From an optimization exercise on the open Yosys and OpenROAD flow, aimed at small area and a short achievable clock period; shortcuts taken in it are not production practice. No run shown here included a check of the RTL's function; only the layout flow was run. Power and IR drop assume default switching activity.

==> flow/design.v, too long to show whole: its modules and the start of the top module <==
// module piped_wallace_mult: 661 lines
module piped_wallace_mult(
    input wire clock, reset,
    input wire [15:0] x, y,
    output reg [31:0] prod
);
  // ...
==> flow/run.sh <==
#!/bin/bash
# synth_recipe.tcl (not shown) runs the flow's synth.tcl, then flattens the netlist and writes it again
# the make line also repeats each setting of config.mk as NAME=value (left out here)
make -C /OpenROAD-flow-scripts/flow DESIGN_CONFIG=/design/flow/config.mk WORK_HOME=/design/flow/orfs CLKGATE_MAP_FILE= SYNTH_SCRIPT=/design/flow/synth_recipe.tcl finish
==> flow/config.mk <==
export PLATFORM = sky130hd
export DESIGN_NAME = piped_wallace_mult
export DESIGN_NICKNAME = piped_wallace_mult
export VERILOG_FILES = /design/flow/design.v
export SDC_FILE = /design/flow/constraint.sdc
export NUM_CORES = 4
export LEC_CHECK = 0
export ABC_CLOCK_PERIOD_IN_PS = 1000
export CAP_MARGIN = 20
export CORE_MARGIN = 2
export CORE_UTILIZATION = 40
export SETUP_SLACK_MARGIN = 1.1
export SLEW_MARGIN = 20
==> flow/constraint.sdc <==
create_clock -name core_clock -period 2.8 [get_ports {clock}]
set_input_delay 0.5600 -clock core_clock [delete_from_list [all_inputs] [get_ports {clock}]]
set_output_delay 0.5600 -clock core_clock [all_outputs]
set_load 0.01 [all_outputs]
==> impl_metrics.toml, run 1 <==
[status]
status = "finished clean"

[logic_synthesis]
synth.distinct_cells = 47
synth_top_flop_cell = "dfxtp_1"
synthTopCellsByArea = "dfxtp_1, dfrtp_1, fa_1"

[floorplanning]
core_mm2 = 0.0304
die_w_um = 179

[layout]
final_cell_mix = "dfxtp_1, buf_4, xnor2_1"
multi_input_area_mm2 = 0.00693
seq_area_share_pct = 35.9
fin_util_pct = 52.8
num-clock-buffers = 43
multi_input_area_share_pct = 43.1

[pwr]
combPwrFrac_pct = 34.4
p_total_mw = 13.6
p_int_mw = 9.36
p_switching_mw = 4.28
p_seq_mw = 5.39
seqPwrFrac_pct = 39.5

[cts]
worstSkewPairLatency_ns = 0.53
cts_buffers = 27
cts_tree = "built"

[sta]
worst_slack_ns = 0.0398

[route]
drt_iter0_drc = 711
wl_per_cell_um = 17.3
wl_met3_um = 1900
top_layer_used = "met4"
via_per_inst = 5.21

[critical_path]
startpoint = "r3[41]$_DFF_PP0_"
crit_path_end_kind = "flip-flop"
cp_top_family = "compound AO/OA/AOI/OAI gates"
r2r_slack_ns = 0.04
cp.depth = 10

[placement]
dp_hpwl_um = 19100
io_buffers = 65
place_congestion = 0.910

[min_path]
hold_class = "in2reg"

[global_routing]
grt_max_degree = 63
met1_usage_pct = 24.2
==> inputs of run 2 (changes only) <==
==> flow/design.v (replaced) <==
module piped_wallace_mult(
    input wire clock, reset,
    input wire [15:0] x, y,
    output reg [31:0] prod
);
    reg [59:0] r1;
    reg [101:0] r2;
    reg [61:0] r3;
    reg v1, v2;
    wire g1 = x[1] & x[0];
    wire q2 = x[1] ^ x[0];
    wire g3 = x[2] & x[1];
    wire q4 = x[2] ^ x[1];
    wire g5 = x[3] & x[2];
    wire q6 = x[3] ^ x[2];
    wire g7 = x[4] & x[3];
    wire q8 = x[4] ^ x[3];
    wire g9 = x[5] & x[4];
    wire q10 = x[5] ^ x[4];
    wire g11 = x[6] & x[5];
    wire q12 = x[6] ^ x[5];
    wire g13 = x[7] & x[6];
    wire q14 = x[7] ^ x[6];
    wire g15 = x[8] & x[7];
    wire q16 = x[8] ^ x[7];
    wire g17 = x[9] & x[8];
    wire q18 = x[9] ^ x[8];
    wire g19 = x[10] & x[9];
    wire q20 = x[10] ^ x[9];
    wire g21 = x[11] & x[10];
    wire q22 = x[11] ^ x[10];
    wire g23 = x[12] & x[11];
    wire q24 = x[12] ^ x[11];
    wire g25 = x[13] & x[12];
    wire q26 = x[13] ^ x[12];
    wire g27 = x[14] & x[13];
    wire q28 = x[14] ^ x[13];
    wire g29 = x[15] & x[14];
    wire q30 = x[15] ^ x[14];
    wire t31, u32;
    pfx i33 (.gh(g3), .ph(q4), .gl(g1), .pl(q2), .g(t31), .p(u32));
    wire t34, u35;
    pfx i36 (.gh(g5), .ph(q6), .gl(g3), .pl(q4), .g(t34), .p(u35));
    wire t37, u38;
    pfx i39 (.gh(g7), .ph(q8), .gl(g5), .pl(q6), .g(t37), .p(u38));
    wire t40, u41;
    pfx i42 (.gh(g9), .ph(q10), .gl(g7), .pl(q8), .g(t40), .p(u41));
    wire t43, u44;
    pfx i45 (.gh(g11), .ph(q12), .gl(g9), .pl(q10), .g(t43), .p(u44));
    wire t46, u47;
    pfx i48 (.gh(g13), .ph(q14), .gl(g11), .pl(q12), .g(t46), .p(u47));
    wire t49, u50;
    pfx i51 (.gh(g15), .ph(q16), .gl(g13), .pl(q14), .g(t49), .p(u50));
    wire t52, u53;
    pfx i54 (.gh(g17), .ph(q18), .gl(g15), .pl(q16), .g(t52), .p(u53));
    wire t55, u56;
    pfx i57 (.gh(g19), .ph(q20), .gl(g17), .pl(q18), .g(t55), .p(u56));
    wire t58, u59;
    pfx i60 (.gh(g21), .ph(q22), .gl(g19), .pl(q20), .g(t58), .p(u59));
    wire t61, u62;
    pfx i63 (.gh(g23), .ph(q24), .gl(g21), .pl(q22), .g(t61), .p(u62));
    wire t64, u65;
    pfx i66 (.gh(g25), .ph(q26), .gl(g23), .pl(q24), .g(t64), .p(u65));
    wire t67, u68;
    pfx i69 (.gh(g27), .ph(q28), .gl(g25), .pl(q26), .g(t67), .p(u68));
    wire t70, u71;
    pfx i72 (.gh(g29), .ph(q30), .gl(g27), .pl(q28), .g(t70), .p(u71));
    wire t73 = x[15] & g29;
    wire u74 = x[15] & q30;
    wire t75;
    pfx_g i76 (.gh(t34), .ph(u35), .gl(g1), .g(t75));
    wire t77, u78;
    pfx i79 (.gh(t37), .ph(u38), .gl(t31), .pl(u32), .g(t77), .p(u78));
    wire t80, u81;
    pfx i82 (.gh(t40), .ph(u41), .gl(t34), .pl(u35), .g(t80), .p(u81));
    wire t83, u84;
    pfx i85 (.gh(t43), .ph(u44), .gl(t37), .pl(u38), .g(t83), .p(u84));
    wire t86, u87;
    pfx i88 (.gh(t46), .ph(u47), .gl(t40), .pl(u41), .g(t86), .p(u87));
    wire t89, u90;
    pfx i91 (.gh(t49), .ph(u50), .gl(t43), .pl(u44), .g(t89), .p(u90));
    wire t92, u93;
    pfx i94 (.gh(t52), .ph(u53), .gl(t46), .pl(u47), .g(t92), .p(u93));
    wire t95, u96;
    pfx i97 (.gh(t55), .ph(u56), .gl(t49), .pl(u50), .g(t95), .p(u96));
    wire t98, u99;
    pfx i100 (.gh(t58), .ph(u59), .gl(t52), .pl(u53), .g(t98), .p(u99));
    wire t101, u102;
    pfx i103 (.gh(t61), .ph(u62), .gl(t55), .pl(u56), .g(t101), .p(u102));
    wire t104, u105;
    pfx i106 (.gh(t64), .ph(u65), .gl(t58), .pl(u59), .g(t104), .p(u105));
    wire t107, u108;
    pfx i109 (.gh(t67), .ph(u68), .gl(t61), .pl(u62), .g(t107), .p(u108));
    wire t110, u111;
    pfx i112 (.gh(t70), .ph(u71), .gl(t64), .pl(u65), .g(t110), .p(u111));
    wire t113, u114;
    pfx i115 (.gh(t73), .ph(u74), .gl(t67), .pl(u68), .g(t113), .p(u114));
    wire t116;
    pfx_g i117 (.gh(t80), .ph(u81), .gl(g1), .g(t116));
    wire t118;
    pfx_g i119 (.gh(t83), .ph(u84), .gl(t31), .g(t118));
    wire t120;
    pfx_g i121 (.gh(t86), .ph(u87), .gl(t75), .g(t120));
    wire t122, u123;
    pfx i124 (.gh(t89), .ph(u90), .gl(t77), .pl(u78), .g(t122), .p(u123));
    wire t125, u126;
    pfx i127 (.gh(t92), .ph(u93), .gl(t80), .pl(u81), .g(t125), .p(u126));
    wire t128, u129;
    pfx i130 (.gh(t95), .ph(u96), .gl(t83), .pl(u84), .g(t128), .p(u129));
    wire t131, u132;
    pfx i133 (.gh(t98), .ph(u99), .gl(t86), .pl(u87), .g(t131), .p(u132));
    wire t134, u135;
    pfx i136 (.gh(t101), .ph(u102), .gl(t89), .pl(u90), .g(t134), .p(u135));
    wire t137, u138;
    pfx i139 (.gh(t104), .ph(u105), .gl(t92), .pl(u93), .g(t137), .p(u138));
    wire t140, u141;
    pfx i142 (.gh(t107), .ph(u108), .gl(t95), .pl(u96), .g(t140), .p(u141));
    wire t143, u144;
    pfx i145 (.gh(t110), .ph(u111), .gl(t98), .pl(u99), .g(t143), .p(u144));
    wire t146, u147;
    pfx i148 (.gh(t113), .ph(u114), .gl(t101), .pl(u102), .g(t146), .p(u147));
    wire t149;
    pfx_g i150 (.gh(t125), .ph(u126), .gl(g1), .g(t149));
    wire t151;
    pfx_g i152 (.gh(t128), .ph(u129), .gl(t31), .g(t151));
    wire t153;
    pfx_g i154 (.gh(t131), .ph(u132), .gl(t75), .g(t153));
    wire t155;
    pfx_g i156 (.gh(t134), .ph(u135), .gl(t77), .g(t155));
    wire t157;
    pfx_g i158 (.gh(t137), .ph(u138), .gl(t116), .g(t157));
    wire t159;
    pfx_g i160 (.gh(t140), .ph(u141), .gl(t118), .g(t159));
    wire t161;
    pfx_g i162 (.gh(t143), .ph(u144), .gl(t120), .g(t161));
    wire t163, u164;
    pfx i165 (.gh(t146), .ph(u147), .gl(t122), .pl(u123), .g(t163), .p(u164));
    wire z166 = q4 ^ g1;
    wire z167 = q6 ^ t31;
    wire z168 = q8 ^ t75;
    wire z169 = q10 ^ t77;
    wire z170 = q12 ^ t116;
    wire z171 = q14 ^ t118;
    wire z172 = q16 ^ t120;
    wire z173 = q18 ^ t122;
    wire z174 = q20 ^ t149;
    wire z175 = q22 ^ t151;
    wire z176 = q24 ^ t153;
    wire z177 = q26 ^ t155;
    wire z178 = q28 ^ t157;
    wire z179 = q30 ^ t159;
    wire z180 = x[15] ^ t161;
    wire p181 = ((r1[33] & r1[0]) | (r1[35] & r1[0])) ^ r1[37];
    wire p182 = ((r1[33] & r1[1]) | (r1[34] & r1[0]) | (r1[35] & r1[16])) ^ r1[37];
    wire p183 = ((r1[33] & r1[2]) | (r1[34] & r1[1]) | (r1[35] & r1[17]) | (r1[36] & r1[0])) ^ r1[37];
    wire p184 = ((r1[33] & r1[3]) | (r1[34] & r1[2]) | (r1[35] & r1[18]) | (r1[36] & r1[1])) ^ r1[37];
    wire p185 = ((r1[33] & r1[4]) | (r1[34] & r1[3]) | (r1[35] & r1[19]) | (r1[36] & r1[2])) ^ r1[37];
    wire p186 = ((r1[33] & r1[5]) | (r1[34] & r1[4]) | (r1[35] & r1[20]) | (r1[36] & r1[3])) ^ r1[37];
    wire p187 = ((r1[33] & r1[6]) | (r1[34] & r1[5]) | (r1[35] & r1[21]) | (r1[36] & r1[4])) ^ r1[37];
    wire p188 = ((r1[33] & r1[7]) | (r1[34] & r1[6]) | (r1[35] & r1[22]) | (r1[36] & r1[5])) ^ r1[37];
    wire p189 = ((r1[33] & r1[8]) | (r1[34] & r1[7]) | (r1[35] & r1[23]) | (r1[36] & r1[6])) ^ r1[37];
    wire p190 = ((r1[33] & r1[9]) | (r1[34] & r1[8]) | (r1[35] & r1[24]) | (r1[36] & r1[7])) ^ r1[37];
    wire p191 = ((r1[33] & r1[10]) | (r1[34] & r1[9]) | (r1[35] & r1[25]) | (r1[36] & r1[8])) ^ r1[37];
    wire p192 = ((r1[33] & r1[11]) | (r1[34] & r1[10]) | (r1[35] & r1[26]) | (r1[36] & r1[9])) ^ r1[37];
    wire p193 = ((r1[33] & r1[12]) | (r1[34] & r1[11]) | (r1[35] & r1[27]) | (r1[36] & r1[10])) ^ r1[37];
    wire p194 = ((r1[33] & r1[13]) | (r1[34] & r1[12]) | (r1[35] & r1[28]) | (r1[36] & r1[11])) ^ r1[37];
    wire p195 = ((r1[33] & r1[14]) | (r1[34] & r1[13]) | (r1[35] & r1[29]) | (r1[36] & r1[12])) ^ r1[37];
    wire p196 = ((r1[33] & r1[15]) | (r1[34] & r1[14]) | (r1[35] & r1[30]) | (r1[36] & r1[13])) ^ r1[37];
    wire p197 = ((r1[34] & r1[15]) | (r1[35] & r1[31]) | (r1[36] & r1[14])) ^ r1[37];
    wire p198 = ((r1[35] & r1[32]) | (r1[36] & r1[15])) ^ r1[37];
    wire p199 = ((r1[38] & r1[0]) | (r1[40] & r1[0])) ^ r1[42];
    wire p200 = ((r1[38] & r1[1]) | (r1[39] & r1[0]) | (r1[40] & r1[16])) ^ r1[42];
    wire p201 = ((r1[38] & r1[2]) | (r1[39] & r1[1]) | (r1[40] & r1[17]) | (r1[41] & r1[0])) ^ r1[42];
    wire p202 = ((r1[38] & r1[3]) | (r1[39] & r1[2]) | (r1[40] & r1[18]) | (r1[41] & r1[1])) ^ r1[42];
    wire p203 = ((r1[38] & r1[4]) | (r1[39] & r1[3]) | (r1[40] & r1[19]) | (r1[41] & r1[2])) ^ r1[42];
    wire p204 = ((r1[38] & r1[5]) | (r1[39] & r1[4]) | (r1[40] & r1[20]) | (r1[41] & r1[3])) ^ r1[42];
    wire p205 = ((r1[38] & r1[6]) | (r1[39] & r1[5]) | (r1[40] & r1[21]) | (r1[41] & r1[4])) ^ r1[42];
    wire p206 = ((r1[38] & r1[7]) | (r1[39] & r1[6]) | (r1[40] & r1[22]) | (r1[41] & r1[5])) ^ r1[42];
    wire p207 = ((r1[38] & r1[8]) | (r1[39] & r1[7]) | (r1[40] & r1[23]) | (r1[41] & r1[6])) ^ r1[42];
    wire p208 = ((r1[38] & r1[9]) | (r1[39] & r1[8]) | (r1[40] & r1[24]) | (r1[41] & r1[7])) ^ r1[42];
    wire p209 = ((r1[38] & r1[10]) | (r1[39] & r1[9]) | (r1[40] & r1[25]) | (r1[41] & r1[8])) ^ r1[42];
    wire p210 = ((r1[38] & r1[11]) | (r1[39] & r1[10]) | (r1[40] & r1[26]) | (r1[41] & r1[9])) ^ r1[42];
    wire p211 = ((r1[38] & r1[12]) | (r1[39] & r1[11]) | (r1[40] & r1[27]) | (r1[41] & r1[10])) ^ r1[42];
    wire p212 = ((r1[38] & r1[13]) | (r1[39] & r1[12]) | (r1[40] & r1[28]) | (r1[41] & r1[11])) ^ r1[42];
    wire p213 = ((r1[38] & r1[14]) | (r1[39] & r1[13]) | (r1[40] & r1[29]) | (r1[41] & r1[12])) ^ r1[42];
    wire p214 = ((r1[38] & r1[15]) | (r1[39] & r1[14]) | (r1[40] & r1[30]) | (r1[41] & r1[13])) ^ r1[42];
    wire p215 = ((r1[39] & r1[15]) | (r1[40] & r1[31]) | (r1[41] & r1[14])) ^ r1[42];
    wire p216 = ((r1[40] & r1[32]) | (r1[41] & r1[15])) ^ r1[42];
    wire p217 = ((r1[43] & r1[0]) | (r1[45] & r1[0])) ^ r1[47];
    wire p218 = ((r1[43] & r1[1]) | (r1[44] & r1[0]) | (r1[45] & r1[16])) ^ r1[47];
    wire p219 = ((r1[43] & r1[2]) | (r1[44] & r1[1]) | (r1[45] & r1[17]) | (r1[46] & r1[0])) ^ r1[47];
    wire p220 = ((r1[43] & r1[3]) | (r1[44] & r1[2]) | (r1[45] & r1[18]) | (r1[46] & r1[1])) ^ r1[47];
    wire p221 = ((r1[43] & r1[4]) | (r1[44] & r1[3]) | (r1[45] & r1[19]) | (r1[46] & r1[2])) ^ r1[47];
    wire p222 = ((r1[43] & r1[5]) | (r1[44] & r1[4]) | (r1[45] & r1[20]) | (r1[46] & r1[3])) ^ r1[47];
    wire p223 = ((r1[43] & r1[6]) | (r1[44] & r1[5]) | (r1[45] & r1[21]) | (r1[46] & r1[4])) ^ r1[47];
    wire p224 = ((r1[43] & r1[7]) | (r1[44] & r1[6]) | (r1[45] & r1[22]) | (r1[46] & r1[5])) ^ r1[47];
    wire p225 = ((r1[43] & r1[8]) | (r1[44] & r1[7]) | (r1[45] & r1[23]) | (r1[46] & r1[6])) ^ r1[47];
    wire p226 = ((r1[43] & r1[9]) | (r1[44] & r1[8]) | (r1[45] & r1[24]) | (r1[46] & r1[7])) ^ r1[47];
    wire p227 = ((r1[43] & r1[10]) | (r1[44] & r1[9]) | (r1[45] & r1[25]) | (r1[46] & r1[8])) ^ r1[47];
    wire p228 = ((r1[43] & r1[11]) | (r1[44] & r1[10]) | (r1[45] & r1[26]) | (r1[46] & r1[9])) ^ r1[47];
    wire p229 = ((r1[43] & r1[12]) | (r1[44] & r1[11]) | (r1[45] & r1[27]) | (r1[46] & r1[10])) ^ r1[47];
    wire p230 = ((r1[43] & r1[13]) | (r1[44] & r1[12]) | (r1[45] & r1[28]) | (r1[46] & r1[11])) ^ r1[47];
    wire p231 = ((r1[43] & r1[14]) | (r1[44] & r1[13]) | (r1[45] & r1[29]) | (r1[46] & r1[12])) ^ r1[47];
    wire p232 = ((r1[43] & r1[15]) | (r1[44] & r1[14]) | (r1[45] & r1[30]) | (r1[46] & r1[13])) ^ r1[47];
    wire p233 = ((r1[44] & r1[15]) | (r1[45] & r1[31]) | (r1[46] & r1[14])) ^ r1[47];
    wire p234 = ((r1[45] & r1[32]) | (r1[46] & r1[15])) ^ r1[47];
    wire p235 = ((r1[48] & r1[0]) | (r1[50] & r1[0])) ^ r1[52];
    wire p236 = ((r1[48] & r1[1]) | (r1[49] & r1[0]) | (r1[50] & r1[16])) ^ r1[52];
    wire p237 = ((r1[48] & r1[2]) | (r1[49] & r1[1]) | (r1[50] & r1[17]) | (r1[51] & r1[0])) ^ r1[52];
    wire p238 = ((r1[48] & r1[3]) | (r1[49] & r1[2]) | (r1[50] & r1[18]) | (r1[51] & r1[1])) ^ r1[52];
    wire p239 = ((r1[48] & r1[4]) | (r1[49] & r1[3]) | (r1[50] & r1[19]) | (r1[51] & r1[2])) ^ r1[52];
    wire p240 = ((r1[48] & r1[5]) | (r1[49] & r1[4]) | (r1[50] & r1[20]) | (r1[51] & r1[3])) ^ r1[52];
    wire p241 = ((r1[48] & r1[6]) | (r1[49] & r1[5]) | (r1[50] & r1[21]) | (r1[51] & r1[4])) ^ r1[52];
    wire p242 = ((r1[48] & r1[7]) | (r1[49] & r1[6]) | (r1[50] & r1[22]) | (r1[51] & r1[5])) ^ r1[52];
    wire p243 = ((r1[48] & r1[8]) | (r1[49] & r1[7]) | (r1[50] & r1[23]) | (r1[51] & r1[6])) ^ r1[52];
    wire p244 = ((r1[48] & r1[9]) | (r1[49] & r1[8]) | (r1[50] & r1[24]) | (r1[51] & r1[7])) ^ r1[52];
    wire p245 = ((r1[48] & r1[10]) | (r1[49] & r1[9]) | (r1[50] & r1[25]) | (r1[51] & r1[8])) ^ r1[52];
    wire p246 = ((r1[48] & r1[11]) | (r1[49] & r1[10]) | (r1[50] & r1[26]) | (r1[51] & r1[9])) ^ r1[52];
    wire p247 = ((r1[48] & r1[12]) | (r1[49] & r1[11]) | (r1[50] & r1[27]) | (r1[51] & r1[10])) ^ r1[52];
    wire p248 = ((r1[48] & r1[13]) | (r1[49] & r1[12]) | (r1[50] & r1[28]) | (r1[51] & r1[11])) ^ r1[52];
    wire p249 = ((r1[48] & r1[14]) | (r1[49] & r1[13]) | (r1[50] & r1[29]) | (r1[51] & r1[12])) ^ r1[52];
    wire p250 = ((r1[48] & r1[15]) | (r1[49] & r1[14]) | (r1[50] & r1[30]) | (r1[51] & r1[13])) ^ r1[52];
    wire p251 = ((r1[49] & r1[15]) | (r1[50] & r1[31]) | (r1[51] & r1[14])) ^ r1[52];
    wire p252 = ((r1[50] & r1[32]) | (r1[51] & r1[15])) ^ r1[52];
    wire p253 = ((r1[53] & r1[0]) | (r1[55] & r1[0])) ^ r1[57];
    wire p254 = ((r1[53] & r1[1]) | (r1[54] & r1[0]) | (r1[55] & r1[16])) ^ r1[57];
    wire p255 = ((r1[53] & r1[2]) | (r1[54] & r1[1]) | (r1[55] & r1[17]) | (r1[56] & r1[0])) ^ r1[57];
    wire p256 = ((r1[53] & r1[3]) | (r1[54] & r1[2]) | (r1[55] & r1[18]) | (r1[56] & r1[1])) ^ r1[57];
    wire p257 = ((r1[53] & r1[4]) | (r1[54] & r1[3]) | (r1[55] & r1[19]) | (r1[56] & r1[2])) ^ r1[57];
    wire p258 = ((r1[53] & r1[5]) | (r1[54] & r1[4]) | (r1[55] & r1[20]) | (r1[56] & r1[3])) ^ r1[57];
    wire p259 = ((r1[53] & r1[6]) | (r1[54] & r1[5]) | (r1[55] & r1[21]) | (r1[56] & r1[4])) ^ r1[57];
    wire p260 = ((r1[53] & r1[7]) | (r1[54] & r1[6]) | (r1[55] & r1[22]) | (r1[56] & r1[5])) ^ r1[57];
    wire p261 = ((r1[53] & r1[8]) | (r1[54] & r1[7]) | (r1[55] & r1[23]) | (r1[56] & r1[6])) ^ r1[57];
    wire p262 = ((r1[53] & r1[9]) | (r1[54] & r1[8]) | (r1[55] & r1[24]) | (r1[56] & r1[7])) ^ r1[57];
    wire p263 = ((r1[53] & r1[10]) | (r1[54] & r1[9]) | (r1[55] & r1[25]) | (r1[56] & r1[8])) ^ r1[57];
    wire p264 = ((r1[53] & r1[11]) | (r1[54] & r1[10]) | (r1[55] & r1[26]) | (r1[56] & r1[9])) ^ r1[57];
    wire p265 = ((r1[53] & r1[12]) | (r1[54] & r1[11]) | (r1[55] & r1[27]) | (r1[56] & r1[10])) ^ r1[57];
    wire p266 = ((r1[53] & r1[13]) | (r1[54] & r1[12]) | (r1[55] & r1[28]) | (r1[56] & r1[11])) ^ r1[57];
    wire p267 = ((r1[53] & r1[14]) | (r1[54] & r1[13]) | (r1[55] & r1[29]) | (r1[56] & r1[12])) ^ r1[57];
    wire p268 = ((r1[53] & r1[15]) | (r1[54] & r1[14]) | (r1[55] & r1[30]) | (r1[56] & r1[13])) ^ r1[57];
    wire p269 = ((r1[54] & r1[15]) | (r1[55] & r1[31]) | (r1[56] & r1[14])) ^ r1[57];
    wire p270 = ((r1[55] & r1[32]) | (r1[56] & r1[15])) ^ r1[57];
    wire p271 = (r1[58] & r1[0]);
    wire p272 = (r1[58] & r1[1]) | (r1[59] & r1[0]);
    wire p273 = (r1[58] & r1[2]) | (r1[59] & r1[1]);
    wire p274 = (r1[58] & r1[3]) | (r1[59] & r1[2]);
    wire p275 = (r1[58] & r1[4]) | (r1[59] & r1[3]);
    wire p276 = (r1[58] & r1[5]) | (r1[59] & r1[4]);
    wire p277 = (r1[58] & r1[6]) | (r1[59] & r1[5]);
    wire p278 = (r1[58] & r1[7]) | (r1[59] & r1[6]);
    wire p279 = (r1[58] & r1[8]) | (r1[59] & r1[7]);
    wire p280 = (r1[58] & r1[9]) | (r1[59] & r1[8]);
    wire p281 = (r1[58] & r1[10]) | (r1[59] & r1[9]);
    wire p282 = (r1[58] & r1[11]) | (r1[59] & r1[10]);
    wire p283 = (r1[58] & r1[12]) | (r1[59] & r1[11]);
    wire p284 = (r1[58] & r1[13]) | (r1[59] & r1[12]);
    wire p285 = (r1[58] & r1[14]) | (r1[59] & r1[13]);
    wire p286 = (r1[58] & r1[15]) | (r1[59] & r1[14]);
    wire p287 = (r1[59] & r1[15]);
    wire p288 = ~r1[37];
    wire p289 = ~r1[42];
    wire p290 = ~r1[47];
    wire p291 = ~r1[52];
    wire p292 = ~r1[57];
    wire s293 = p190 ^ p205;
    wire c294 = p190 & p205;
    wire s295 = p191 ^ p206;
    wire c296 = p191 & p206;
    wire s297 = p192 ^ p207;
    wire c298 = p192 & p207;
    wire s299 = p193 ^ p208 ^ p223;
    wire c300 = (p193 & p208) | (p193 & p223) | (p208 & p223);
    wire s301 = p238 ^ p253;
    wire c302 = p238 & p253;
    wire s303 = p194 ^ p209 ^ p224;
    wire c304 = (p194 & p209) | (p194 & p224) | (p209 & p224);
    wire s305 = p239 ^ p254;
    wire c306 = p239 & p254;
    wire s307 = p195 ^ p210 ^ p225;
    wire c308 = (p195 & p210) | (p195 & p225) | (p210 & p225);
    wire s309 = p240 ^ p255;
    wire c310 = p240 & p255;
    wire s311 = p196 ^ p211 ^ p226;
    wire c312 = (p196 & p211) | (p196 & p226) | (p211 & p226);
    wire s313 = p241 ^ p256 ^ p271;
    wire c314 = (p241 & p256) | (p241 & p271) | (p256 & p271);
    wire s315 = p197 ^ p212 ^ p227;
    wire c316 = (p197 & p212) | (p197 & p227) | (p212 & p227);
    wire s317 = p242 ^ p257 ^ p272;
    wire c318 = (p242 & p257) | (p242 & p272) | (p257 & p272);
    wire s319 = p198 ^ p213 ^ p228;
    wire c320 = (p198 & p213) | (p198 & p228) | (p213 & p228);
    wire s321 = p243 ^ p258 ^ p273;
    wire c322 = (p243 & p258) | (p243 & p273) | (p258 & p273);
    wire s323 = p214 ^ p229 ^ p244;
    wire c324 = (p214 & p229) | (p214 & p244) | (p229 & p244);
    wire s325 = p259 ^ p274 ^ r1[37];
    wire c326 = (p259 & p274) | (p259 & r1[37]) | (p274 & r1[37]);
    wire s327 = p215 ^ p230 ^ p245;
    wire c328 = (p215 & p230) | (p215 & p245) | (p230 & p245);
    wire s329 = p260 ^ p275 ^ r1[37];
    wire c330 = (p260 & p275) | (p260 & r1[37]) | (p275 & r1[37]);
    wire s331 = p216 ^ p231 ^ p246;
    wire c332 = (p216 & p231) | (p216 & p246) | (p231 & p246);
    wire s333 = p261 ^ p276 ^ r1[37];
    wire c334 = (p261 & p276) | (p261 & r1[37]) | (p276 & r1[37]);
    wire s335 = p232 ^ p247 ^ p262;
    wire c336 = (p232 & p247) | (p232 & p262) | (p247 & p262);
    wire s337 = p277 ^ p288 ^ p289;
    wire c338 = (p277 & p288) | (p277 & p289) | (p288 & p289);
    wire s339 = p233 ^ p248 ^ p263;
    wire c340 = (p233 & p248) | (p233 & p263) | (p248 & p263);
    wire s341 = p278 ^ 1'b1;
    wire c342 = p278 & 1'b1;
    wire s343 = p234 ^ p249 ^ p264;
    wire c344 = (p234 & p249) | (p234 & p264) | (p249 & p264);
    wire s345 = p279 ^ 1'b1;
    wire c346 = p279 & 1'b1;
    wire s347 = p250 ^ p265 ^ p280;
    wire c348 = (p250 & p265) | (p250 & p280) | (p265 & p280);
    wire s349 = p251 ^ p266;
    wire c350 = p251 & p266;
    wire s351 = p252 ^ p267;
    wire c352 = p252 & p267;
    wire s353 = r2[11] ^ r2[12];
    wire c354 = r2[11] & r2[12];
    wire s355 = r2[15] ^ r2[16];
    wire c356 = r2[15] & r2[16];
    wire s357 = r2[18] ^ r2[19];
    wire c358 = r2[18] & r2[19];
    wire s359 = r2[21] ^ r2[22] ^ r2[23];
    wire c360 = (r2[21] & r2[22]) | (r2[21] & r2[23]) | (r2[22] & r2[23]);
    wire s361 = r2[25] ^ r2[26] ^ r2[27];
    wire c362 = (r2[25] & r2[26]) | (r2[25] & r2[27]) | (r2[26] & r2[27]);
    wire s363 = r2[29] ^ r2[30] ^ r2[31];
    wire c364 = (r2[29] & r2[30]) | (r2[29] & r2[31]) | (r2[30] & r2[31]);
    wire s365 = r2[33] ^ r2[34] ^ r2[35];
    wire c366 = (r2[33] & r2[34]) | (r2[33] & r2[35]) | (r2[34] & r2[35]);
    wire s367 = r2[37] ^ r2[38] ^ r2[39];
    wire c368 = (r2[37] & r2[38]) | (r2[37] & r2[39]) | (r2[38] & r2[39]);
    wire s369 = r2[41] ^ r2[42] ^ r2[43];
    wire c370 = (r2[41] & r2[42]) | (r2[41] & r2[43]) | (r2[42] & r2[43]);
    wire s371 = r2[45] ^ r2[46] ^ r2[47];
    wire c372 = (r2[45] & r2[46]) | (r2[45] & r2[47]) | (r2[46] & r2[47]);
    wire s373 = r2[49] ^ r2[50] ^ r2[51];
    wire c374 = (r2[49] & r2[50]) | (r2[49] & r2[51]) | (r2[50] & r2[51]);
    wire s375 = r2[53] ^ r2[54] ^ r2[55];
    wire c376 = (r2[53] & r2[54]) | (r2[53] & r2[55]) | (r2[54] & r2[55]);
    wire s377 = r2[57] ^ r2[58] ^ r2[59];
    wire c378 = (r2[57] & r2[58]) | (r2[57] & r2[59]) | (r2[58] & r2[59]);
    wire s379 = r2[61] ^ r2[62] ^ r2[63];
    wire c380 = (r2[61] & r2[62]) | (r2[61] & r2[63]) | (r2[62] & r2[63]);
    wire s381 = r2[65] ^ r2[66] ^ r2[67];
    wire c382 = (r2[65] & r2[66]) | (r2[65] & r2[67]) | (r2[66] & r2[67]);
    wire s383 = r2[69] ^ r2[70] ^ r2[71];
    wire c384 = (r2[69] & r2[70]) | (r2[69] & r2[71]) | (r2[70] & r2[71]);
    wire s385 = r2[73] ^ r2[74] ^ r2[75];
    wire c386 = (r2[73] & r2[74]) | (r2[73] & r2[75]) | (r2[74] & r2[75]);
    wire s387 = r2[77] ^ r2[78] ^ r2[79];
    wire c388 = (r2[77] & r2[78]) | (r2[77] & r2[79]) | (r2[78] & r2[79]);
    wire s389 = r2[81] ^ r2[82] ^ r2[83];
    wire c390 = (r2[81] & r2[82]) | (r2[81] & r2[83]) | (r2[82] & r2[83]);
    wire s391 = r2[85] ^ r2[86] ^ r2[87];
    wire c392 = (r2[85] & r2[86]) | (r2[85] & r2[87]) | (r2[86] & r2[87]);
    wire s393 = r2[88] ^ r2[89] ^ r2[90];
    wire c394 = (r2[88] & r2[89]) | (r2[88] & r2[90]) | (r2[89] & r2[90]);
    wire s395 = r2[91] ^ r2[92] ^ r2[93];
    wire c396 = (r2[91] & r2[92]) | (r2[91] & r2[93]) | (r2[92] & r2[93]);
    wire s397 = r2[95] ^ r2[96];
    wire c398 = r2[95] & r2[96];
    wire s399 = r2[97] ^ r2[98];
    wire c400 = r2[97] & r2[98];
    wire s401 = r2[4] ^ r2[5];
    wire c402 = r2[4] & r2[5];
    wire s403 = r2[7] ^ r2[8];
    wire c404 = r2[7] & r2[8];
    wire s405 = r2[9] ^ r2[10];
    wire c406 = r2[9] & r2[10];
    wire s407 = s353 ^ r2[13] ^ r2[14];
    wire c408 = (s353 & r2[13]) | (s353 & r2[14]) | (r2[13] & r2[14]);
    wire s409 = c354 ^ s355 ^ r2[17];
    wire c410 = (c354 & s355) | (c354 & r2[17]) | (s355 & r2[17]);
    wire s411 = c356 ^ s357 ^ r2[20];
    wire c412 = (c356 & s357) | (c356 & r2[20]) | (s357 & r2[20]);
    wire s413 = c358 ^ s359 ^ r2[24];
    wire c414 = (c358 & s359) | (c358 & r2[24]) | (s359 & r2[24]);
    wire s415 = c360 ^ s361 ^ r2[28];
    wire c416 = (c360 & s361) | (c360 & r2[28]) | (s361 & r2[28]);
    wire s417 = c362 ^ s363 ^ r2[32];
    wire c418 = (c362 & s363) | (c362 & r2[32]) | (s363 & r2[32]);
    wire s419 = c364 ^ s365 ^ r2[36];
    wire c420 = (c364 & s365) | (c364 & r2[36]) | (s365 & r2[36]);
    wire s421 = c366 ^ s367 ^ r2[40];
    wire c422 = (c366 & s367) | (c366 & r2[40]) | (s367 & r2[40]);
    wire s423 = c368 ^ s369 ^ r2[44];
    wire c424 = (c368 & s369) | (c368 & r2[44]) | (s369 & r2[44]);
    wire s425 = c370 ^ s371 ^ r2[48];
    wire c426 = (c370 & s371) | (c370 & r2[48]) | (s371 & r2[48]);
    wire s427 = c372 ^ s373 ^ r2[52];
    wire c428 = (c372 & s373) | (c372 & r2[52]) | (s373 & r2[52]);
    wire s429 = c374 ^ s375 ^ r2[56];
    wire c430 = (c374 & s375) | (c374 & r2[56]) | (s375 & r2[56]);
    wire s431 = c376 ^ s377 ^ r2[60];
    wire c432 = (c376 & s377) | (c376 & r2[60]) | (s377 & r2[60]);
    wire s433 = c378 ^ s379 ^ r2[64];
    wire c434 = (c378 & s379) | (c378 & r2[64]) | (s379 & r2[64]);
    wire s435 = c380 ^ s381 ^ r2[68];
    wire c436 = (c380 & s381) | (c380 & r2[68]) | (s381 & r2[68]);
    wire s437 = c382 ^ s383 ^ r2[72];
    wire c438 = (c382 & s383) | (c382 & r2[72]) | (s383 & r2[72]);
    wire s439 = c384 ^ s385 ^ r2[76];
    wire c440 = (c384 & s385) | (c384 & r2[76]) | (s385 & r2[76]);
    wire s441 = c386 ^ s387 ^ r2[80];
    wire c442 = (c386 & s387) | (c386 & r2[80]) | (s387 & r2[80]);
    wire s443 = c388 ^ s389 ^ r2[84];
    wire c444 = (c388 & s389) | (c388 & r2[84]) | (s389 & r2[84]);
    wire s445 = c390 ^ s391 ^ 1'b1;
    wire c446 = (c390 & s391) | (c390 & 1'b1) | (s391 & 1'b1);
    wire s447 = c392 ^ s393 ^ 1'b1;
    wire c448 = (c392 & s393) | (c392 & 1'b1) | (s393 & 1'b1);
    wire s449 = c394 ^ s395 ^ r2[94];
    wire c450 = (c394 & s395) | (c394 & r2[94]) | (s395 & r2[94]);
    wire s451 = c396 ^ s397 ^ 1'b1;
    wire c452 = (c396 & s397) | (c396 & 1'b1) | (s397 & 1'b1);
    wire s453 = c398 ^ s399 ^ 1'b1;
    wire c454 = (c398 & s399) | (c398 & 1'b1) | (s399 & 1'b1);
    wire s455 = c400 ^ r2[99] ^ r2[100];
    wire c456 = (c400 & r2[99]) | (c400 & r2[100]) | (r2[99] & r2[100]);
    wire s457 = r2[101] ^ 1'b1;
    wire c458 = r2[101] & 1'b1;
    wire t459 = r3[2] & r3[0];
    wire u460 = r3[3] & r3[2];
    wire u461 = r3[5] & r3[3];
    wire t462, u463;
    pfx i464 (.gh(r3[6]), .ph(r3[7]), .gl(r3[4]), .pl(r3[5]), .g(t462), .p(u463));
    wire t465, u466;
    pfx i467 (.gh(r3[8]), .ph(r3[9]), .gl(r3[6]), .pl(r3[7]), .g(t465), .p(u466));
    wire t468, u469;
    pfx i470 (.gh(r3[10]), .ph(r3[11]), .gl(r3[8]), .pl(r3[9]), .g(t468), .p(u469));
    wire t471, u472;
    pfx i473 (.gh(r3[12]), .ph(r3[13]), .gl(r3[10]), .pl(r3[11]), .g(t471), .p(u472));
    wire t474, u475;
    pfx i476 (.gh(r3[14]), .ph(r3[15]), .gl(r3[12]), .pl(r3[13]), .g(t474), .p(u475));
    wire t477, u478;
    pfx i479 (.gh(r3[16]), .ph(r3[17]), .gl(r3[14]), .pl(r3[15]), .g(t477), .p(u478));
    wire t480, u481;
    pfx i482 (.gh(r3[18]), .ph(r3[19]), .gl(r3[16]), .pl(r3[17]), .g(t480), .p(u481));
    wire t483, u484;
    pfx i485 (.gh(r3[20]), .ph(r3[21]), .gl(r3[18]), .pl(r3[19]), .g(t483), .p(u484));
    wire t486, u487;
    pfx i488 (.gh(r3[22]), .ph(r3[23]), .gl(r3[20]), .pl(r3[21]), .g(t486), .p(u487));
    wire t489, u490;
    pfx i491 (.gh(r3[24]), .ph(r3[25]), .gl(r3[22]), .pl(r3[23]), .g(t489), .p(u490));
    wire t492, u493;
    pfx i494 (.gh(r3[26]), .ph(r3[27]), .gl(r3[24]), .pl(r3[25]), .g(t492), .p(u493));
    wire t495, u496;
    pfx i497 (.gh(r3[28]), .ph(r3[29]), .gl(r3[26]), .pl(r3[27]), .g(t495), .p(u496));
    wire t498, u499;
    pfx i500 (.gh(r3[30]), .ph(r3[31]), .gl(r3[28]), .pl(r3[29]), .g(t498), .p(u499));
    wire t501, u502;
    pfx i503 (.gh(r3[32]), .ph(r3[33]), .gl(r3[30]), .pl(r3[31]), .g(t501), .p(u502));
    wire t504, u505;
    pfx i506 (.gh(r3[34]), .ph(r3[35]), .gl(r3[32]), .pl(r3[33]), .g(t504), .p(u505));
    wire t507, u508;
    pfx i509 (.gh(r3[36]), .ph(r3[37]), .gl(r3[34]), .pl(r3[35]), .g(t507), .p(u508));
    wire t510, u511;
    pfx i512 (.gh(r3[38]), .ph(r3[39]), .gl(r3[36]), .pl(r3[37]), .g(t510), .p(u511));
    wire t513, u514;
    pfx i515 (.gh(r3[40]), .ph(r3[41]), .gl(r3[38]), .pl(r3[39]), .g(t513), .p(u514));
    wire t516, u517;
    pfx i518 (.gh(r3[42]), .ph(r3[43]), .gl(r3[40]), .pl(r3[41]), .g(t516), .p(u517));
    wire t519, u520;
    pfx i521 (.gh(r3[44]), .ph(r3[45]), .gl(r3[42]), .pl(r3[43]), .g(t519), .p(u520));
    wire t522, u523;
    pfx i524 (.gh(r3[46]), .ph(r3[47]), .gl(r3[44]), .pl(r3[45]), .g(t522), .p(u523));
    wire t525, u526;
    pfx i527 (.gh(r3[48]), .ph(r3[49]), .gl(r3[46]), .pl(r3[47]), .g(t525), .p(u526));
    wire t528, u529;
    pfx i530 (.gh(r3[50]), .ph(r3[51]), .gl(r3[48]), .pl(r3[49]), .g(t528), .p(u529));
    wire t531, u532;
    pfx i533 (.gh(r3[52]), .ph(r3[53]), .gl(r3[50]), .pl(r3[51]), .g(t531), .p(u532));
    wire t534, u535;
    pfx i536 (.gh(r3[54]), .ph(r3[55]), .gl(r3[52]), .pl(r3[53]), .g(t534), .p(u535));
    wire t537, u538;
    pfx i539 (.gh(r3[56]), .ph(r3[57]), .gl(r3[54]), .pl(r3[55]), .g(t537), .p(u538));
    wire t540, u541;
    pfx i542 (.gh(r3[58]), .ph(r3[59]), .gl(r3[56]), .pl(r3[57]), .g(t540), .p(u541));
    wire t543 = u460 & r3[0];
    wire t544;
    pfx_g i545 (.gh(r3[4]), .ph(u461), .gl(t459), .g(t544));
    wire u546 = u463 & u460;
    wire t547, u548;
    pfx i549 (.gh(t465), .ph(u466), .gl(r3[4]), .pl(u461), .g(t547), .p(u548));
    wire t550, u551;
    pfx i552 (.gh(t468), .ph(u469), .gl(t462), .pl(u463), .g(t550), .p(u551));
    wire t553, u554;
    pfx i555 (.gh(t471), .ph(u472), .gl(t465), .pl(u466), .g(t553), .p(u554));
    wire t556, u557;
    pfx i558 (.gh(t474), .ph(u475), .gl(t468), .pl(u469), .g(t556), .p(u557));
    wire t559, u560;
    pfx i561 (.gh(t477), .ph(u478), .gl(t471), .pl(u472), .g(t559), .p(u560));
    wire t562, u563;
    pfx i564 (.gh(t480), .ph(u481), .gl(t474), .pl(u475), .g(t562), .p(u563));
    wire t565, u566;
    pfx i567 (.gh(t483), .ph(u484), .gl(t477), .pl(u478), .g(t565), .p(u566));
    wire t568, u569;
    pfx i570 (.gh(t486), .ph(u487), .gl(t480), .pl(u481), .g(t568), .p(u569));
    wire t571, u572;
    pfx i573 (.gh(t489), .ph(u490), .gl(t483), .pl(u484), .g(t571), .p(u572));
    wire t574, u575;
    pfx i576 (.gh(t492), .ph(u493), .gl(t486), .pl(u487), .g(t574), .p(u575));
    wire t577, u578;
    pfx i579 (.gh(t495), .ph(u496), .gl(t489), .pl(u490), .g(t577), .p(u578));
    wire t580, u581;
    pfx i582 (.gh(t498), .ph(u499), .gl(t492), .pl(u493), .g(t580), .p(u581));
    wire t583, u584;
    pfx i585 (.gh(t501), .ph(u502), .gl(t495), .pl(u496), .g(t583), .p(u584));
    wire t586, u587;
    pfx i588 (.gh(t504), .ph(u505), .gl(t498), .pl(u499), .g(t586), .p(u587));
    wire t589, u590;
    pfx i591 (.gh(t507), .ph(u508), .gl(t501), .pl(u502), .g(t589), .p(u590));
    wire t592, u593;
    pfx i594 (.gh(t510), .ph(u511), .gl(t504), .pl(u505), .g(t592), .p(u593));
    wire t595, u596;
    pfx i597 (.gh(t513), .ph(u514), .gl(t507), .pl(u508), .g(t595), .p(u596));
    wire t598, u599;
    pfx i600 (.gh(t516), .ph(u517), .gl(t510), .pl(u511), .g(t598), .p(u599));
    wire t601, u602;
    pfx i603 (.gh(t519), .ph(u520), .gl(t513), .pl(u514), .g(t601), .p(u602));
    wire t604, u605;
    pfx i606 (.gh(t522), .ph(u523), .gl(t516), .pl(u517), .g(t604), .p(u605));
    wire t607, u608;
    pfx i609 (.gh(t525), .ph(u526), .gl(t519), .pl(u520), .g(t607), .p(u608));
    wire t610, u611;
    pfx i612 (.gh(t528), .ph(u529), .gl(t522), .pl(u523), .g(t610), .p(u611));
    wire t613, u614;
    pfx i615 (.gh(t531), .ph(u532), .gl(t525), .pl(u526), .g(t613), .p(u614));
    wire t616, u617;
    pfx i618 (.gh(t534), .ph(u535), .gl(t528), .pl(u529), .g(t616), .p(u617));
    wire t619, u620;
    pfx i621 (.gh(t537), .ph(u538), .gl(t531), .pl(u532), .g(t619), .p(u620));
    wire t622, u623;
    pfx i624 (.gh(t540), .ph(u541), .gl(t534), .pl(u535), .g(t622), .p(u623));
    wire t625;
    pfx_g i626 (.gh(t462), .ph(u546), .gl(r3[0]), .g(t625));
    wire t627;
    pfx_g i628 (.gh(t547), .ph(u548), .gl(t459), .g(t627));
    wire t629;
    pfx_g i630 (.gh(t550), .ph(u551), .gl(t543), .g(t629));
    wire t631;
    pfx_g i632 (.gh(t553), .ph(u554), .gl(t544), .g(t631));
    wire t633, u634;
    pfx i635 (.gh(t556), .ph(u557), .gl(t462), .pl(u546), .g(t633), .p(u634));
    wire t636, u637;
    pfx i638 (.gh(t559), .ph(u560), .gl(t547), .pl(u548), .g(t636), .p(u637));
    wire t639, u640;
    pfx i641 (.gh(t562), .ph(u563), .gl(t550), .pl(u551), .g(t639), .p(u640));
    wire t642, u643;
    pfx i644 (.gh(t565), .ph(u566), .gl(t553), .pl(u554), .g(t642), .p(u643));
    wire t645, u646;
    pfx i647 (.gh(t568), .ph(u569), .gl(t556), .pl(u557), .g(t645), .p(u646));
    wire t648, u649;
    pfx i650 (.gh(t571), .ph(u572), .gl(t559), .pl(u560), .g(t648), .p(u649));
    wire t651, u652;
    pfx i653 (.gh(t574), .ph(u575), .gl(t562), .pl(u563), .g(t651), .p(u652));
    wire t654, u655;
    pfx i656 (.gh(t577), .ph(u578), .gl(t565), .pl(u566), .g(t654), .p(u655));
    wire t657, u658;
    pfx i659 (.gh(t580), .ph(u581), .gl(t568), .pl(u569), .g(t657), .p(u658));
    wire t660, u661;
    pfx i662 (.gh(t583), .ph(u584), .gl(t571), .pl(u572), .g(t660), .p(u661));
    wire t663, u664;
    pfx i665 (.gh(t586), .ph(u587), .gl(t574), .pl(u575), .g(t663), .p(u664));
    wire t666, u667;
    pfx i668 (.gh(t589), .ph(u590), .gl(t577), .pl(u578), .g(t666), .p(u667));
    wire t669, u670;
    pfx i671 (.gh(t592), .ph(u593), .gl(t580), .pl(u581), .g(t669), .p(u670));
    wire t672, u673;
    pfx i674 (.gh(t595), .ph(u596), .gl(t583), .pl(u584), .g(t672), .p(u673));
    wire t675, u676;
    pfx i677 (.gh(t598), .ph(u599), .gl(t586), .pl(u587), .g(t675), .p(u676));
    wire t678, u679;
    pfx i680 (.gh(t601), .ph(u602), .gl(t589), .pl(u590), .g(t678), .p(u679));
    wire t681, u682;
    pfx i683 (.gh(t604), .ph(u605), .gl(t592), .pl(u593), .g(t681), .p(u682));
    wire t684, u685;
    pfx i686 (.gh(t607), .ph(u608), .gl(t595), .pl(u596), .g(t684), .p(u685));
    wire t687, u688;
    pfx i689 (.gh(t610), .ph(u611), .gl(t598), .pl(u599), .g(t687), .p(u688));
    wire t690, u691;
    pfx i692 (.gh(t613), .ph(u614), .gl(t601), .pl(u602), .g(t690), .p(u691));
    wire t693, u694;
    pfx i695 (.gh(t616), .ph(u617), .gl(t604), .pl(u605), .g(t693), .p(u694));
    wire t696, u697;
    pfx i698 (.gh(t619), .ph(u620), .gl(t607), .pl(u608), .g(t696), .p(u697));
    wire t699, u700;
    pfx i701 (.gh(t622), .ph(u623), .gl(t610), .pl(u611), .g(t699), .p(u700));
    wire t702;
    pfx_g i703 (.gh(t633), .ph(u634), .gl(r3[0]), .g(t702));
    wire t704;
    pfx_g i705 (.gh(t636), .ph(u637), .gl(t459), .g(t704));
    wire t706;
    pfx_g i707 (.gh(t639), .ph(u640), .gl(t543), .g(t706));
    wire t708;
    pfx_g i709 (.gh(t642), .ph(u643), .gl(t544), .g(t708));
    wire t710;
    pfx_g i711 (.gh(t645), .ph(u646), .gl(t625), .g(t710));
    wire t712;
    pfx_g i713 (.gh(t648), .ph(u649), .gl(t627), .g(t712));
    wire t714;
    pfx_g i715 (.gh(t651), .ph(u652), .gl(t629), .g(t714));
    wire t716;
    pfx_g i717 (.gh(t654), .ph(u655), .gl(t631), .g(t716));
    wire t718, u719;
    pfx i720 (.gh(t657), .ph(u658), .gl(t633), .pl(u634), .g(t718), .p(u719));
    wire t721, u722;
    pfx i723 (.gh(t660), .ph(u661), .gl(t636), .pl(u637), .g(t721), .p(u722));
    wire t724, u725;
    pfx i726 (.gh(t663), .ph(u664), .gl(t639), .pl(u640), .g(t724), .p(u725));
    wire t727, u728;
    pfx i729 (.gh(t666), .ph(u667), .gl(t642), .pl(u643), .g(t727), .p(u728));
    wire t730, u731;
    pfx i732 (.gh(t669), .ph(u670), .gl(t645), .pl(u646), .g(t730), .p(u731));
    wire t733, u734;
    pfx i735 (.gh(t672), .ph(u673), .gl(t648), .pl(u649), .g(t733), .p(u734));
    wire t736, u737;
    pfx i738 (.gh(t675), .ph(u676), .gl(t651), .pl(u652), .g(t736), .p(u737));
    wire t739, u740;
    pfx i741 (.gh(t678), .ph(u679), .gl(t654), .pl(u655), .g(t739), .p(u740));
    wire t742, u743;
    pfx i744 (.gh(t681), .ph(u682), .gl(t657), .pl(u658), .g(t742), .p(u743));
    wire t745, u746;
    pfx i747 (.gh(t684), .ph(u685), .gl(t660), .pl(u661), .g(t745), .p(u746));
    wire t748, u749;
    pfx i750 (.gh(t687), .ph(u688), .gl(t663), .pl(u664), .g(t748), .p(u749));
    wire t751, u752;
    pfx i753 (.gh(t690), .ph(u691), .gl(t666), .pl(u667), .g(t751), .p(u752));
    wire t754, u755;
    pfx i756 (.gh(t693), .ph(u694), .gl(t669), .pl(u670), .g(t754), .p(u755));
    wire t757, u758;
    pfx i759 (.gh(t696), .ph(u697), .gl(t672), .pl(u673), .g(t757), .p(u758));
    wire t760, u761;
    pfx i762 (.gh(t699), .ph(u700), .gl(t675), .pl(u676), .g(t760), .p(u761));
    wire t763;
    pfx_g i764 (.gh(t718), .ph(u719), .gl(r3[0]), .g(t763));
    wire t765;
    pfx_g i766 (.gh(t721), .ph(u722), .gl(t459), .g(t765));
    wire t767;
    pfx_g i768 (.gh(t724), .ph(u725), .gl(t543), .g(t767));
    wire t769;
    pfx_g i770 (.gh(t727), .ph(u728), .gl(t544), .g(t769));
    wire t771;
    pfx_g i772 (.gh(t730), .ph(u731), .gl(t625), .g(t771));
    wire t773;
    pfx_g i774 (.gh(t733), .ph(u734), .gl(t627), .g(t773));
    wire t775;
    pfx_g i776 (.gh(t736), .ph(u737), .gl(t629), .g(t775));
    wire t777;
    pfx_g i778 (.gh(t739), .ph(u740), .gl(t631), .g(t777));
    wire t779;
    pfx_g i780 (.gh(t742), .ph(u743), .gl(t702), .g(t779));
    wire t781;
    pfx_g i782 (.gh(t745), .ph(u746), .gl(t704), .g(t781));
    wire t783;
    pfx_g i784 (.gh(t748), .ph(u749), .gl(t706), .g(t783));
    wire t785;
    pfx_g i786 (.gh(t751), .ph(u752), .gl(t708), .g(t785));
    wire t787;
    pfx_g i788 (.gh(t754), .ph(u755), .gl(t710), .g(t787));
    wire t789;
    pfx_g i790 (.gh(t757), .ph(u758), .gl(t712), .g(t789));
    wire t791;
    pfx_g i792 (.gh(t760), .ph(u761), .gl(t714), .g(t791));
    wire z793 = r3[2] ^ r3[0];
    wire z794 = r3[3] ^ t459;
    wire z795 = r3[5] ^ t543;
    wire z796 = r3[7] ^ t544;
    wire z797 = r3[9] ^ t625;
    wire z798 = r3[11] ^ t627;
    wire z799 = r3[13] ^ t629;
    wire z800 = r3[15] ^ t631;
    wire z801 = r3[17] ^ t702;
    wire z802 = r3[19] ^ t704;
    wire z803 = r3[21] ^ t706;
    wire z804 = r3[23] ^ t708;
    wire z805 = r3[25] ^ t710;
    wire z806 = r3[27] ^ t712;
    wire z807 = r3[29] ^ t714;
    wire z808 = r3[31] ^ t716;
    wire z809 = r3[33] ^ t763;
    wire z810 = r3[35] ^ t765;
    wire z811 = r3[37] ^ t767;
    wire z812 = r3[39] ^ t769;
    wire z813 = r3[41] ^ t771;
    wire z814 = r3[43] ^ t773;
    wire z815 = r3[45] ^ t775;
    wire z816 = r3[47] ^ t777;
    wire z817 = r3[49] ^ t779;
    wire z818 = r3[51] ^ t781;
    wire z819 = r3[53] ^ t783;
    wire z820 = r3[55] ^ t785;
    wire z821 = r3[57] ^ t787;
    wire z822 = r3[59] ^ t789;
    wire z823 = r3[61] ^ t791;
    wire [31:0] result = {z823, z822, z821, z820, z819, z818, z817, z816, z815, z814, z813, z812, z811, z810, z809, z808, z807, z806, z805, z804, z803, z802, z801, z800, z799, z798, z797, z796, z795, z794, z793, r3[1]};
    always @(posedge clock) begin
        r1 <= {(y[14] & y[15]), (y[14] & ~y[15]) | (~y[14] & y[15]), y[14], (y[11] & y[12] & y[13] & ~y[14]) | (~y[11] & ~y[12] & ~y[13] & y[14]), (y[11] & ~y[12] & y[13] & ~y[14]) | (~y[11] & y[12] & y[13] & ~y[14]) | (y[11] & ~y[12] & ~y[13] & y[14]) | (~y[11] & y[12] & ~y[13] & y[14]), (y[11] & y[12] & ~y[13] & ~y[14]) | (~y[11] & ~y[12] & y[13] & ~y[14]) | (y[11] & y[12] & ~y[13] & y[14]) | (~y[11] & ~y[12] & y[13] & y[14]), (y[11] & ~y[12] & ~y[13] & ~y[14]) | (~y[11] & y[12] & ~y[13] & ~y[14]) | (y[11] & ~y[12] & y[13] & y[14]) | (~y[11] & y[12] & y[13] & y[14]), y[11], (y[8] & y[9] & y[10] & ~y[11]) | (~y[8] & ~y[9] & ~y[10] & y[11]), (y[8] & ~y[9] & y[10] & ~y[11]) | (~y[8] & y[9] & y[10] & ~y[11]) | (y[8] & ~y[9] & ~y[10] & y[11]) | (~y[8] & y[9] & ~y[10] & y[11]), (y[8] & y[9] & ~y[10] & ~y[11]) | (~y[8] & ~y[9] & y[10] & ~y[11]) | (y[8] & y[9] & ~y[10] & y[11]) | (~y[8] & ~y[9] & y[10] & y[11]), (y[8] & ~y[9] & ~y[10] & ~y[11]) | (~y[8] & y[9] & ~y[10] & ~y[11]) | (y[8] & ~y[9] & y[10] & y[11]) | (~y[8] & y[9] & y[10] & y[11]), y[8], (y[5] & y[6] & y[7] & ~y[8]) | (~y[5] & ~y[6] & ~y[7] & y[8]), (y[5] & ~y[6] & y[7] & ~y[8]) | (~y[5] & y[6] & y[7] & ~y[8]) | (y[5] & ~y[6] & ~y[7] & y[8]) | (~y[5] & y[6] & ~y[7] & y[8]), (y[5] & y[6] & ~y[7] & ~y[8]) | (~y[5] & ~y[6] & y[7] & ~y[8]) | (y[5] & y[6] & ~y[7] & y[8]) | (~y[5] & ~y[6] & y[7] & y[8]), (y[5] & ~y[6] & ~y[7] & ~y[8]) | (~y[5] & y[6] & ~y[7] & ~y[8]) | (y[5] & ~y[6] & y[7] & y[8]) | (~y[5] & y[6] & y[7] & y[8]), y[5], (y[2] & y[3] & y[4] & ~y[5]) | (~y[2] & ~y[3] & ~y[4] & y[5]), (y[2] & ~y[3] & y[4] & ~y[5]) | (~y[2] & y[3] & y[4] & ~y[5]) | (y[2] & ~y[3] & ~y[4] & y[5]) | (~y[2] & y[3] & ~y[4] & y[5]), (y[2] & y[3] & ~y[4] & ~y[5]) | (~y[2] & ~y[3] & y[4] & ~y[5]) | (y[2] & y[3] & ~y[4] & y[5]) | (~y[2] & ~y[3] & y[4] & y[5]), (y[2] & ~y[3] & ~y[4] & ~y[5]) | (~y[2] & y[3] & ~y[4] & ~y[5]) | (y[2] & ~y[3] & y[4] & y[5]) | (~y[2] & y[3] & y[4] & y[5]), y[2], (~y[0] & ~y[1] & y[2]), (y[0] & y[1] & ~y[2]) | (y[0] & ~y[1] & y[2]), (~y[0] & y[1] & ~y[2]) | (~y[0] & y[1] & y[2]), (y[0] & ~y[1] & ~y[2]) | (y[0] & y[1] & y[2]), t163, z180, z179, z178, z177, z176, z175, z174, z173, z172, z171, z170, z169, z168, z167, z166, q2, x[15], x[14], x[13], x[12], x[11], x[10], x[9], x[8], x[7], x[6], x[5], x[4], x[3], x[2], x[1], x[0]};
        r2 <= {p287, p292, p286, p285, p270, p284, p269, p291, p283, p268, c352, p282, s351, c350, p281, s349, c348, p290, s347, c346, c344, s345, s343, c342, c340, s341, s339, c338, c336, s337, s335, c334, c332, s333, s331, c330, c328, s329, s327, c326, c324, s325, s323, c322, c320, s321, s319, c318, c316, s317, s315, c314, c312, s313, s311, c310, c308, s309, s307, c306, c304, s305, s303, c302, c300, r1[57], s301, s299, c298, p237, p222, s297, c296, p236, p221, s295, c294, r1[52], p235, p220, s293, p219, p204, p189, p218, p203, p188, r1[47], p217, p202, p187, p201, p186, p200, p185, r1[42], p199, p184, p183, p182, r1[37], p181};
    end
    always @(posedge clock or posedge reset)
        if (reset) begin
            v1 <= 1'b0; v2 <= 1'b0; r3 <= 62'd0; prod <= 32'd0;
        end else begin
            v1 <= 1'b1; v2 <= v1;
            r3 <= v2 ? {c456 ^ s457, c456 & s457, c454 ^ s455, c454 & s455, c452 ^ s453, c452 & s453, c450 ^ s451, c450 & s451, c448 ^ s449, c448 & s449, c446 ^ s447, c446 & s447, c444 ^ s445, c444 & s445, c442 ^ s443, c442 & s443, c440 ^ s441, c440 & s441, c438 ^ s439, c438 & s439, c436 ^ s437, c436 & s437, c434 ^ s435, c434 & s435, c432 ^ s433, c432 & s433, c430 ^ s431, c430 & s431, c428 ^ s429, c428 & s429, c426 ^ s427, c426 & s427, c424 ^ s425, c424 & s425, c422 ^ s423, c422 & s423, c420 ^ s421, c420 & s421, c418 ^ s419, c418 & s419, c416 ^ s417, c416 & s417, c414 ^ s415, c414 & s415, c412 ^ s413, c412 & s413, c410 ^ s411, c410 & s411, c408 ^ s409, c408 & s409, c406 ^ s407, c406 & s407, c404 ^ s405, c404 & s405, c402 ^ s403, c402 & s403, s401 ^ r2[6], s401 & r2[6], r2[3], r2[2], r2[0] ^ r2[1], r2[0] & r2[1]} : 62'd0;
            prod <= result;
        end
endmodule
module pfx(input wire gh, ph, gl, pl, output wire g, p);
    assign g = gh | (ph & gl);
    assign p = ph & pl;
endmodule
module pfx_g(input wire gh, ph, gl, output wire g);
    assign g = gh | (ph & gl);
endmodule
==> flow/config.mk (replaced) <==
export PLATFORM = sky130hd
export DESIGN_NAME = piped_wallace_mult
export DESIGN_NICKNAME = piped_wallace_mult
export VERILOG_FILES = /design/flow/design.v
export SDC_FILE = /design/flow/constraint.sdc
export NUM_CORES = 4
export LEC_CHECK = 0
export CAP_MARGIN = 20
export CORE_MARGIN = 2
export CORE_UTILIZATION = 40
export SETUP_SLACK_MARGIN = 1.1
export SLEW_MARGIN = 20
export SYNTH_HIERARCHICAL = 1
export SYNTH_MINIMUM_KEEP_SIZE = 0
==> impl_metrics.toml, run 2 <==
[status]
status = "finished clean"

[route]
dr.pass1.iters = 5
drt_iter0_drc = 658
wl_um = 34300
ant_nets = 0
met2_length_um = 15600
drc = 0
wl_per_cell_um = 18.6
vias = 9616
met1_length_um = 15400
wl_met3_um = 1870
via_per_inst = 5.21
top_layer_used = "met4"

[logic_synthesis]
syn_nets = 1404
syn-instance-count = 1243
yosysWarnings = 7
syn-cell-area_mm2 = 0.0143
avgSynthCellArea_um2 = 11.5

[global_routing]
grt_pass1_vias = 9635
grt_max_degree = 96
antenna_found_initial = 0
grt_pass1_wl_um = 53100
globalRoute.totalOverflow = 0
grt_use_total_pct = 18.2

[critical_path]
rr_worst_depth = 6
startpoint = "r2[91]$_DFF_P_"
cp_max_fo = 1
cp_top_family = "adder cells"
startpoint_type = "flip-flop"
cp_data_arrival_time_ns = 2.38
crit_path_end = "r3[53]$_DFF_PP0_"
cpMaxStageDelayCell = "fa_2"
r2r-end = "r3[53]$_DFF_PP0_"
cp.required_ns = 3.25
r2r_slack_ns = 0.87
cp.depth = 6
crit_path_end_kind = "flip-flop"
crit_chain = "fa_1, inv_1, fa_2, inv_2, ha_4, and2_1"
r2r-start = "r2[91]$_DFF_P_"
critPathBufInv = 2
max_stage_delay_ns = 0.55
crit_type = "reg2reg"

[placement]
dp_cells = 1714
io_buffers = 65
dpl-instance-area_mm2 = 0.0154
place_congestion = 0.886
dp_hpwl_um = 25600

[job]
drv_cap = 0

[cts]
cts_buffers = 29
worstSkewPairLatency_ns = 0.56
cts.sinks = 257
hold_buffers = 0
htree_levels = 1
clockRootBuffer = "clkbuf_16"
path_clk_slew_ns = 0.06
cts_tree = "built"
clock_path_buffers = 3

[layout]
layout_commonest_cell = "and2_1"
area_growth_syn_to_layout_pct = 20.0
layout.nets = 1522
largest_register = "r2"
final_cells = 1845
largest_reg_flops = 102
drive_gt1_share_pct = 29.0
postLayoutCellArea_mm2 = 0.0172
diodes = 0
fin_util_pct = 48.5
reg_top3 = "r2: 102 flops, r3: 61 flops, r1: 60 flops"
final_cell_mix = "and2_1, a21o_1, buf_4"
fill_cells = 3283

[pwr]
power.leakage_nw = 8.43
p_total_mw = 14.7
vdd_ir_drop_max_mv = 0.589
powerDensity_mw_per_mm2 = 859

[sta]
min_period_over_period_pct = 68.9
fin_crit_ns = 1.93
hold_viol = 0
max_freq_mhz = 518
fin_skew_ns = 0.0124
rsz0062_at_grt = "true"
maxSlewViolCount = 0
setup_violations = 0
max_slew_margin_pct = 60.6
fin_setup_tns_ns = 0
worstMarginPinSlew_ns = 0.591

[floorplanning]
rows = 69
die_y_um = 193
die_w_um = 193
core_mm2 = 0.0354
start_util_pct = 40.4
io_pins = 66
dieArea_mm2 = 0.0373

[min_path]
hold_class = "in2reg"
run 2: cell count changes in the layout (fill, tap and decap cells not counted), moves of 17 or more:
cell	change
a21o_1	+160
a221oi_1	-22
a221oi_2	+21
and2_1	+135
buf_2	+25
buf_6	-20
clkbuf_2	-27
dfxtp_1	-29
dfxtp_2	+35
nor2_1	-17
nor2b_1	-18
xor2_1	+31
run 2: worst min path at each step:
stage                                   end  slack, ns       startpoint  cells past startpoint
after detailed placement  prod[0]$_DFF_PP0_       0.34  r3[1]$_DFF_PP0_                      0
after global routing          r1[2]$_DFF_P_       0.20             x[2]                      1
after floorplan              r2[14]$_DFF_P_       0.33   r1[47]$_DFF_P_                      0
final                         r1[2]$_DFF_P_       0.20             x[2]                      1
after CTS                     r1[8]$_DFF_P_       0.35             x[8]                      1
after global placement         v2$_DFF_PP0_       0.33     v1$_DFF_PP0_                      0
run 2: stage by stage:
stage / setup slack (ns) / hold WS, ns
finish: 0.870 / 0.202
detailed placement: 0.306 / 0.340
global placement: 0.348 / 0.334
CTS: 0.879 / 0.350
global route: 0.847 / 0.196
floorplan: 0.962 / 0.326
run 2: what timing repair did:
action,CTS,global route
setup buffers,13,64
setup endpoints to repair,138,83
pin swaps,20,83
gates resized for setup,220,83
run 2: power breakdown:
part	switching, mW	total (mW)	internal [mW]
clock	1.54	3.69	2.16
combinational	2.64	5.54	2.90
sequential	0.786	5.51	4.72
total	4.96	14.7	9.78
run 2: metal layers:
metal	up-vias	global-route usage [%]
met5	-	0
met4	0	6.91
met3	89	2.59
met2	336	30.0
met1	4607	24.2
li1	4584	-
run 2: cell type report:
cell class / instances / area, um2 / share of cell area [%]
timing repair buffer: 175 / 1350 / 7.86
clock buffer: 33 / 761 / 4.43
sequential: 257 / 5770 / 33.6
tap: 461 / 577 / 3.36
multi-input combinational: 845 / 8320 / 48.4
clock inverter: 21 / 196 / 1.14
inverter: 53 / 203 / 1.18

-- what the ideal ports hide --
The flow's constraints put no driver on any port. The routed layouts listed below were extracted and timed again, unchanged, in two steps. Step 1: set_driving_cell puts a clkbuf_16 on clock and a buf_2 on each other input, an assumption about the parent block. Step 2, shift: input delay + t, output delay - t, t = (earliest + latest rising clock arrival at the registers) / 2. This alone moves slack from input paths to output paths. a / b / c = no drivers / after step 1 / after step 2; a / b = the first two.
run	shift t [ns]	setup WS [ns]	worst setup path after step 2	worst register clock-pin slew, ns
run 1	0.571	0.040 / 0.040 / 0.040	register to register	0.06 / 0.06
run 2	0.603	0.870 / 0.870 / 0.569	input to register	0.06 / 0.06
After both steps every run listed still meets setup and hold. For run 2, which loses most, drivers alone change the setup slack by 0.000 ns; drivers and shift together by -0.301 ns.
